This is an optimization exercise on Yosys and OpenROAD, whose aim is small area, not a production implementation.
Function was checked by simulation only, so behaviour that the tests miss may differ from the original.
The clock input has no modelled driver; a real chip could not lean on it and would need a root buffer or a full tree.

Design OQ1_Stopwatch, start of the top module:
module OQ1_Stopwatch(AN, Seg, Dot, CLK, Start, RESET);
  output [3:0] AN;
  output [6:0] Seg;
  output Dot;
  input CLK, Start, RESET;
  reg  [5:0] ms;
  wire       ms_fb = ms[5] ^ ms[0] ^ (ms[4:2] == 3'b101);
  wire       scan  = (ms[4:2] == 3'b000);
  always @(posedge CLK or posedge RESET)
    if (RESET) ms <= 6'h05;
    else       ms <= {ms[4:0], ms_fb};
  reg         counting;
  reg  [11:0] ds;
  wire        ds_g  = ds[7] ? (ds[2] & ds[4]) : (ds[2] | ~ds[4]);
  wire        ds_fb = counting & (ds[11] ^ ds_g);
  wire        tick  = ((ds & 12'hef7) == 12'h800);
  always @(posedge CLK or posedge RESET)
    if (RESET) begin
      counting <= 1'b0;
      ds       <= 12'h000;
    end else begin
      counting <= counting | Start;
      ds       <= {ds[10:0], ds_fb};
    end
  function [3:0] nx(input [3:0] d);
    nx = {(d[0] & d[1] & d[2]) | (d[0] & d[3]), (d[0] & d[1]), (d[0] & ~d[3]), ~(1'b0)};
  endfunction
  function is9(input [3:0] d);
    is9 = (d[0] & d[3]);
  endfunction
  function [6:0] sg(input [3:0] d);
    sg = {(d[0] & d[1] & d[2]) | (~d[1] & ~d[2] & ~d[3]), (d[0] & d[1]) | (d[1] & ~d[2]) | (d[0] & ~d[2] & ~d[3]), (d[0]) | (~d[1] & d[2]), (d[0] & ~d[1] & ~d[2]) | (~d[0] & ~d[1] & d[2]) | (d[0] & d[1] & d[2]), (~d[0] & d[1] & ~d[2]), (d[0] & ~d[1] & d[2]) | (~d[0] & d[1] & d[2]), (~d[0] & ~d[1] & d[2]) | (d[0] & ~d[1] & ~d[2] & ~d[3])};
  endfunction
  reg        pend;
  reg  [3:0] D0, D1, D2, D3;
  wire       e0 = scan & pend;
  wire       e1 = e0 & is9(D0);
  wire       e2 = e1 & is9(D1);
  wire       e3 = e2 & is9(D2);
  always @(posedge CLK or posedge RESET)
    if (RESET) begin
      pend <= 1'b0;
      D0 <= 4'b0000; D1 <= 4'b0000; D2 <= 4'b0000; D3 <= 4'b0000;
    end else begin
      pend <= tick | (pend & ~scan);
      D0 <= D0 ^ ({4{e0}} & nx(D0));
      D1 <= D1 ^ ({4{e1}} & nx(D1));
      D2 <= D2 ^ ({4{e2}} & nx(D2));
      D3 <= D3 ^ ({4{e3}} & nx(D3));
    end
  reg [1:0] sel;
  reg       dp;
  always @(posedge CLK or posedge RESET)
    if (RESET) begin
      sel <= 2'b00;
      dp  <= 1'b0;
    end else if (scan) begin
      sel <= {sel[0], ~sel[1]};
      dp  <= sel[1] | sel[0];
    end
  wire [3:0] an = {~(sel == 2'b10), ~(sel == 2'b11), ~(sel == 2'b01), ~(sel == 2'b00)};
  wire [3:0] dig = (D0 & {4{~an[0]}}) | (D1 & {4{~an[1]}}) | (D2 & {4{~an[2]}}) | (D3 & {4{~an[3]}});
  assign Seg = sg(dig);
  ...
Size: ~39 flip-flops, ~1500 sq um of cells after synthesis.
export LEC_CHECK = 0
export CAP_MARGIN = 20
export CORE_MARGIN = 2
export CORE_UTILIZATION = 30
export SLEW_MARGIN = 20
create_clock -name core_clock -period 10.0 [get_ports {CLK}]
standard.sh (not shown) runs the stock make flow with config.mk's settings and CLKGATE_MAP_FILE= SYNTH_SCRIPT=/design/flow/synth_recipe.tcl, a recipe that flattens the netlist after the stock synthesis.
==> flow/flow/run.sh <==
#!/bin/bash
# The standard layout with these changes:
#  - synthesis runs once for each ABC script flow/abc_*.script (area-oriented
#    mapping, some after ABC's &deepsyn), each in a work folder of its own,
#    and the run with the smallest netlist is kept; the runs differ only in
#    how ABC maps the logic between the registers, which it does not touch;
#  - the ports get buf_1 buffers;
#  - the clock tree uses clkbuf_4 and no dummy loads, and the clock port
#    drives its leaf buffers directly (post_cts.tcl).
set -euo pipefail
W=$PWD
R=$W/orfs/results/sky130hd/OQ1_Stopwatch/base
for s in $W/flow/abc_*.script; do
  n=$(basename $s .script)
  rm -rf $W/scripts_$n $W/orfs_$n
  cp -r $FLOW_HOME/scripts $W/scripts_$n
  cp $s $W/scripts_$n/abc_speed.script
  sed -e "s|WORK_HOME=[^ ]*|WORK_HOME=$W/orfs_$n|" -e '/^if \[\[/,$d' standard.sh > $W/standard_$n.sh
done
for s in $W/flow/abc_*.script; do
  n=$(basename $s .script)
  ( SCRIPTS_DIR=$W/scripts_$n bash $W/standard_$n.sh synth > $W/synth_$n.log 2>&1 || true ) &
  while [ $(jobs -r | wc -l) -ge ${NUM_CORES:-4} ]; do sleep 1; done
done
wait
best=""; best_area=""
for s in $W/flow/abc_*.script; do
  n=$(basename $s .script)
  f=$W/orfs_$n/reports/sky130hd/OQ1_Stopwatch/base/synth_stat.txt
  [[ -f $f && -f $W/orfs_$n/results/sky130hd/OQ1_Stopwatch/base/1_2_yosys.v ]] || continue
  a=$(awk '/Chip area for module/ {print $NF}' $f)
  echo "$n $a" >> $W/synth_areas.txt
  if [[ -z "$best" ]] || python3 -c "import sys; sys.exit(0 if $a < $best_area else 1)"; then
    best=$n; best_area=$a
  fi
done
echo "kept: $best $best_area" >> $W/synth_areas.txt
rm -rf $W/orfs $W/scripts
mv $W/orfs_$best $W/orfs
mv $W/scripts_$best $W/scripts
for s in $W/flow/abc_*.script; do
  n=$(basename $s .script)
  rm -rf $W/orfs_$n $W/scripts_$n
done
export SCRIPTS_DIR=$W/scripts
export BUFFER_PORTS_ARGS="-buffer_cell sky130_fd_sc_hd__buf_1"
export CTS_ARGS="-sink_clustering_enable -repair_clock_nets -dont_use_dummy_load -buf_list sky130_fd_sc_hd__clkbuf_4"
export POST_CTS_TCL=$W/flow/post_cts.tcl
cp $R/1_2_yosys.v $W/synth_netlist_orig.v
python3 flow/downsize.py $R/1_2_yosys.v $FLOW_HOME/platforms/sky130hd/lib/sky130_fd_sc_hd__tt_025C_1v80.lib > $W/downsize.log 2>&1
rm -f $R/1_synth.odb
bash standard.sh > $W/layout.log 2>&1
==> flow/flow/abc_a20s10.script <==
strash
&get -n
&deepsyn -T 20 -S 10
&put
dch
amap
topo
==> flow/flow/abc_d20s2.script <==
strash
dc2
&get -n
&deepsyn -T 20 -S 2
&put
dch
amap
topo
==> flow/flow/downsize.py <==
#!/usr/bin/env python3
"""Swap each combinational cell of the synthesized netlist for the smallest
cell of the same function (same name up to the drive-strength suffix), as
timing has ample slack at the problem's period. Registers are left alone."""
import re, sys
net, lib = sys.argv[1], sys.argv[2]
dont = set(sys.argv[3].split()) if len(sys.argv) > 3 else set()
area = {}
for m in re.finditer(r'cell\s*\(\s*"?(\w+)"?\s*\)\s*\{.*?area\s*:\s*([\d.]+)', open(lib).read(), re.S):
    area[m.group(1)] = float(m.group(2))
fam = {}
for c, a in area.items():
    m = re.match(r'(sky130_fd_sc_hd__\w+?)_(\d+)$', c)
    if m and c not in dont:
        fam.setdefault(m.group(1), []).append((a, int(m.group(2)), c))
src = open(net).read()
def repl(m):
    c = m.group(1)
    b = re.match(r'(sky130_fd_sc_hd__\w+?)_(\d+)$', c)
    if not b or any(b.group(1).startswith('sky130_fd_sc_hd__' + p) for p in ('df', 'conb', 'lpflow', 'probe')):
        return m.group(0)
    best = min(fam.get(b.group(1), [(area.get(c, 1e9), 0, c)]))
    if best[0] < area.get(c, 1e9):
        return best[2] + m.group(2)
    return m.group(0)
out = re.sub(r'^\s*(sky130_fd_sc_hd__\w+)(\s)', lambda m: ' ' + repl(m).lstrip(), src, flags=re.M)
open(net, 'w').write(out)
Other scripts of this flow, unchanged in this note and not shown: flow/flow/abc_a20s0.script, flow/flow/abc_a20s1.script, flow/flow/abc_a20s2.script, flow/flow/abc_a20s3.script, flow/flow/abc_s31.script, flow/flow/abc_s8.script, flow/flow/post_cts.tcl
The baseline completed without violations.
Change:
removed: flow/flow/abc_a20s10.script
removed: flow/flow/abc_d20s2.script
What happened: The changed run went through all stages and came out clean; design area does not change; synthesized cell count is unchanged; first-iteration DRC count does not change; synthesized area does not change; die area stays the same; global-route usage stays the same.
Change:
==> flow/flow/abc_a20s10.script (new file) <==
strash
&get -n
&deepsyn -T 20 -S 10
&put
dch
amap
topo
==> flow/flow/abc_d20s2.script (new file) <==
strash
dc2
&get -n
&deepsyn -T 20 -S 2
&put
dch
amap
topo
--- a/flow/flow/downsize.py
+++ b/flow/flow/downsize.py
@@ -27 +27,10 @@
 open(net, 'w').write(out)
+
+# The inverter on the reset port drives the reset pin of every register;
+# give it the drive of inv_4 so that no buffer has to be added after it.
+src = open(net).read()
+m = re.search(r'sky130_fd_sc_hd__(?:clk)?inv_\d+(\s+\S+\s*\(\s*\.A\(RESET\),)', src)
+if m:
+    src = src[:m.start()] + 'sky130_fd_sc_hd__inv_4' + m.group(1) + src[m.end():]
+    open(net, 'w').write(src)
+    print('reset inverter set to inv_4')
Critical path depth is unchanged.
Routed wire length went up by a few percent.
Sequential cell count is unchanged.
Worst hold slack hardly moves.
First-iteration DRC count is lower slightly.
Worst setup slack is about the same.
Synthesized cell count stays the same.
Area after synthesis barely changes.
Via count came out higher by a few percent.
Utilization went down by 0.11 points.

-- separate check: timing with driven ports --
How much do the figures lean on ideal ports? The routed layouts below were timed once more, with nothing changed but the port constraints.
Step 1 assumes that a clkbuf_16 drives the clock port and a buf_2 every other input.
Step 2 adds t to the input delays and takes it off the output delays; t is the mean of the earliest and latest rising clock arrival at the registers after step 1. Input paths then give back, and output paths get back, about the clock's delay inside the block.
a / b / c = ideal / step 1 / step 2; a / b = the first two.
| run | t (ns) | slack for setup (ns) | hold slack, ns | slew at the worst register clock pin (ns) | worst data-port slew with drivers (ns) |
|---|---|---|---|---|---|
| the first run | 0.197 | 6.045 / 6.009 / 6.206 | 0.362 / 0.362 / 0.362 | 0.12 / 0.12 | 0.03 |
| the second run | 0.197 | 6.045 / 6.009 / 6.206 | 0.362 / 0.362 / 0.362 | 0.12 / 0.12 | 0.03 |
| the third run | 0.199 | 6.048 / 6.005 / 6.204 | 0.360 / 0.360 / 0.360 | 0.11 / 0.11 | 0.03 |
After both steps every run listed still meets setup and hold.
